What follows belongs to an exercise in optimizing a design on an open flow for small area and a short achievable clock period; a production flow would make more cautious choices. No run shown here included a check of the RTL's function; only the layout flow was run.

==> flow/design.v (outline; a module is shown in full before it is edited, if it fits) <==
// module iir_fa: 4 lines
// module iir_ha: 4 lines
// module iir_gp: 4 lines
// module iir_g: 3 lines
// module iir_xn: 3 lines
// module iir_or: 3 lines
// module pipelined_iir: 11294 lines
module pipelined_iir(clk, reset, x, y);
  // ...
==> flow/flow/run.sh <==
#!/bin/bash
set -euo pipefail
export SETUP_SLACK_MARGIN=16
bash standard.sh MATCH_CELL_FOOTPRINT=0 finish > standard.log 2>&1
==> flow/standard.sh <==
#!/bin/bash
# synth_recipe.tcl (not shown) runs the flow's synth.tcl, then flattens the netlist and writes it again
# the make line also repeats each setting of config.mk as NAME=value (left out here)
make -C /OpenROAD-flow-scripts/flow DESIGN_CONFIG=/design/flow/config.mk WORK_HOME=/design/flow/orfs CLKGATE_MAP_FILE= SYNTH_SCRIPT=/design/flow/synth_recipe.tcl "${@:-finish}"
==> flow/config.mk <==
export PLATFORM = sky130hd
export DESIGN_NAME = pipelined_iir
export DESIGN_NICKNAME = pipelined_iir
export VERILOG_FILES = /design/flow/design.v
export SDC_FILE = /design/flow/constraint.sdc
export NUM_CORES = 8
export LEC_CHECK = 0
export CAP_MARGIN = 40
export CORE_MARGIN = 2
export CORE_UTILIZATION = 45
export SLEW_MARGIN = 40
export SYNTH_HIERARCHICAL = 1
export SYNTH_MINIMUM_KEEP_SIZE = 0
==> flow/constraint.sdc <==
create_clock -name core_clock -period 32.0 [get_ports {clk}]
set_input_delay 6.4000 -clock core_clock [delete_from_list [all_inputs] [get_ports {clk}]]
set_output_delay 6.4000 -clock core_clock [all_outputs]
set_load 0.01 [all_outputs]
==> out/qor.yml, run 1 <==
timing.hold.ws_ns: 0.375
met2_length_um: 267000
area_growth_pct: 12.5
grt_pass1_wl_um: 859000
endpoint: "y[18]"
inverters: 2391
routed_via_density: 5.74
path_delay_family: "adder cells"
nWellTaps: 4346
start_util_pct: 45.2
syn_area_per_cell_um2: 13.1
cap_violations: 0
grtUsageMet2_pct: 57.0
sh_seq_area_pct: 10.0
critical_path_class: "input pin to primary output"
post-route-drc-count: 0
synth_largest_area_cell: "fa_1"
grt_use_met3_pct: 12.4
synth_top_area_share_pct: 65.8
reg2reg_slack_ns: 16.06
skew_ns: 0.105
hold_path.class: "register to register"
status: "complete, no violations"
dpl_cell_area_mm2: 0.159
post-route-period-util_pct: 54.3
drt_wl_total_um: 607000
clkbuf_count: 154
drive_gt1_share_pct: 11.0
finalNonFillerCells: 16524
postCtsSetupBuffers: 150
num-multi-input-gates: 7966
synth_mux_area_share_pct: 0
hold_viol_final: 0
clock_area_share_pct: 2.37
synth_cell_type_count: 65
preCtsSetupSlack_ns: 12.81
place_hpwl_um: 458000
timing.rr.end: "s1[63]$_SDFF_PP0_"
seq_cells: 829
==> run 2, diff against run 1 <==
==> flow/flow/run.sh (replaced) <==
#!/bin/bash
set -euo pipefail
export SETUP_SLACK_MARGIN=15
bash standard.sh MATCH_CELL_FOOTPRINT=0 finish > standard.log 2>&1
==> out/qor.yml, run 2 <==
status: "complete, no violations"
routed_via_density: 5.72  # -0.33%
grt_usage_pct: 37.8
setup.worst_path.start: "x[22]"
synth_top_family_by_area: "adder cells"
period_needed_ns: 17.36
required_ns: 25.60
grt_pass1_vias: 108469
dpl_cell_area_mm2: 0.159  # -0.16%
setup_viol: 0
cp_slowest_cell: "fa_1"
cts.sinks: 829
synth_largest_area_cell: "fa_1"
synth_compound_area_share_pct: 3.00
timing.rr.end: "s1[63]$_SDFF_PP0_"
drtIter0Drc: 8607
hold_viol_final: 0  # unchanged
overflow: 0
hold_depth: 1
cp_cell_sequence: "buf_16 > buf_16 > fa_1 > fa_1 > fa_1 > fa_1 > ha_4 > a21o_1 > a21o_1 > a21o_1 > a21o_4 > a21o_4 > buf_6 > buf_6 > a21o_1 > xor2_4 > buf_12 > buf_6"
area_growth_pct: 12.0
coreArea_mm2: 0.327
critPathLaunchType: "input pin"
clkTransAtPathRegs_ns: 0.06
post-route-drc-count: 0  # unchanged
num_rows: 210
synthTopCellsByArea: "fa_1 66%, dfxtp_1 11%, ha_1 7.1%"
synth_fa_ha_area_share_pct: 73.0
grt_max_degree: 164
reg2reg_depth: 55
grt_pass1_wl_um: 850000  # -1.0%
skew_ns: 0.103  # -0.00229 ns
slowest_delay_ns: 0.61
synthSimpleGateAreaFrac_pct: 4.55
critical_path_class: "input pin to primary output"
ant_nets: 0
post-route-period-util_pct: 54.2  # -0.081 points
cts_hold_buf: 0
final_common_cell: "fa_1"
antenna_found_initial: 39
dieArea_mm2: 0.334
synth-edff-count: 0
vias: 94248
drt_wl_total_um: 601000  # -1.1%
crit_buf_inv: 6
rsz0062_at_grt: "true"
cts_tree: "built"
nNetsFinal: 17771
cap_violations: 0  # unchanged
cp-end-kind: "primary output"
fmax_mhz: 57.6
synth_top_area_share_pct: 65.8  # unchanged
final_cell_mix: "4,840 x fa_1, 2,357 x inv_1, 821 x ha_1, 785 x dfxtp_1, 557 x buf_4"
seq_area_frac_synth_pct: 11.2
hold_path.class: "register to register"
synth_cell_type_count: 65  # unchanged
syn_area_per_cell_um2: 13.1  # unchanged
reg2reg_from: "qr[6]$_SDFF_PP0_"
final_cell_area_mm2: 0.166
max-clock-path-buffers: 4
worstPathArrival_ns: 10.95
die_width_um: 578
clk_latency_ns: 0.98
synth_xor_xnor_area_share_pct: 1.78
place_hpwl_um: 454000  # -0.94%
drt-pass1-iter-count: 6
relSlewSlack_pct: 21.9
start_util_pct: 45.2  # unchanged
slew_viol_final: 0
synth_commonest_cells: "4,869 x fa_1, 2,391 x inv_1, 845 x ha_1"
worst-path-max-fanout: 7
gp_congestion: 1.00
cts-root-buf: "clkbuf_16"
cts_made_buffers: 122
final_util_pct: 50.6
wire_per_inst_um: 36.5
synthArstFlopShare_pct: 0
holdPathEnd: "w7[1]$_SDFF_PP1_"
synth_mux_area_share_pct: 0  # unchanged
min_from: "w8[1]$_SDFF_PP0_"
ioPinCount: 66
syn_area_mm2: 0.148
drive_gt1_share_pct: 10.3  # -0.75 points
htree_levels: 3
synth_warnings: 7
reg2reg_slack_ns: 15.19  # -0.87 ns
synth_most_common_cell: "fa_1"
worst-slew-pin-transition_ns: 1.17
die_h_um: 578
synth_flop_cell: "dfxtp_1"
io_buffers: 65
ys_ff_latch: 829
path_delay_family: "adder cells"
postSynthCellCount: 11304
setup_tns_ns: 0
-- run 2: changes by cell type in the layout (fill, tap and decap cells not counted), moves of 7 or more --
cell	before	now
inv_1	2346	2357
xor2_4	42	35
buf_12	57	45
ha_4	21	12
clkbuf_8	14	25
fa_1	4817	4840
buf_4	581	557
xor2_2	40	50
clkinv_16	8	1
diode_2	24	17
fa_2	52	29
buf_8	15	7
inv_2	20	12
-- run 2: worst max path at each step --
stage	to	slack (ns)	depth (start not counted)
2_1_floorplan	y[20]	15.02	15
3_3_place_gp	y[30]	12.83	19
3_5_place_dp	y[30]	12.80	19
4_1_cts	y[24]	14.63	18
5_1_grt	y[31]	14.55	18
6_report	y[24]	14.65	18
-- run 2: layer usage --
metal  GRT usage [%]  wire length (µm)  vias to the layer above
met2            56.4            265000                     5673
met1            44.2            201000                    51379
met4            31.6             66700                       40
met5               0               284                        -
li1                -                 -                    34727
met3            12.9             68300                     2429
-- run 2: final cells by class --
| class | count | area (µm²) |
|---|---|---|
| Antenna cell | 17 | 42.5 |
| Multi-Input combinational cell | 7969 | 124000 |
| Timing Repair Buffer | 710 | 6330 |
| Inverter | 2391 | 9020 |
| Tap cell | 4346 | 5440 |
| Sequential cell | 829 | 16700 |
| Clock inverter | 55 | 726 |
| Fill cell | 28579 | 162000 |
| Clock buffer | 166 | 3460 |
-- run 2: what timing repair did --
action                     4_1_cts  5_1_grt
setup buffers                  130       63
pin swaps                       64       44
gates resized for setup        341      111
cloned                           4        3
setup endpoints to repair       54       51
-- run 2: cell families (layout without fill, tap and decap cells) --
family,Yosys count,after routing
buffers and inverters,2522,3322
and+or+nand+nor,1293,1293
DFF,829,829
xor gates and xnor gates,301,301
AOI/OAI and AO/OA,644,648
other,1,30
adders and majority gates,5714,5714
-- run 2: through the flow --
stage          instances  hold WS [ns]  setup WS (ns)
6_report           16483         0.376          14.65
5_1_grt            16468         0.391          14.55
4_1_cts            16399         0.383          14.63
3_5_place_dp       16044         0.363          12.80
3_3_place_gp       16038         0.364          12.83
2_1_floorplan      11316         0.356          15.02
-- run 2: per-module statistics from Yosys, one instance, submodules excluded --
| module | flip-flops and latches | area [µm²] | cells |
|---|---|---|---|
| iir_gp | 0 | 13.8 | 2 |
| iir_ha | 0 | 12.5 | 1 |
| iir_g | 0 | 7.51 | 1 |
| iir_or | 0 | 6.26 | 1 |
| pipelined_iir | 829 | 45200 | 5709 |
| iir_fa | 0 | 20.0 | 1 |
| iir_xn | 0 | 8.76 | 1 |

[what the ideal ports hide]
No port has a modelled driver above. Below, the same layouts with a new extraction and two added sets of constraints. Step 1 assumes that a clkbuf_16 drives the clock port and a buf_2 every other input. Step 2, shift: input delay + t, output delay - t, t = (earliest + latest rising clock arrival at the registers) / 2. This alone moves slack from input paths to output paths. Slacks: no drivers / after step 1 / after step 2; pairs: no drivers / after step 1.
run	t (ns)	setup slack, ns	worst hold slack (ns)	latest minus earliest clock arrival (ns)
run 1	0.968	14.619 / 14.580 / 14.580	0.375 / 0.375 / 0.375	0.108 / 0.109
run 2	1.043	14.645 / 14.584 / 14.523	0.376 / 0.376 / 0.376	0.108 / 0.108
After both steps every run listed still meets setup and hold. The setup slack of run 2, which loses most, moves by -0.061 ns with the drivers and by -0.122 ns with both steps.
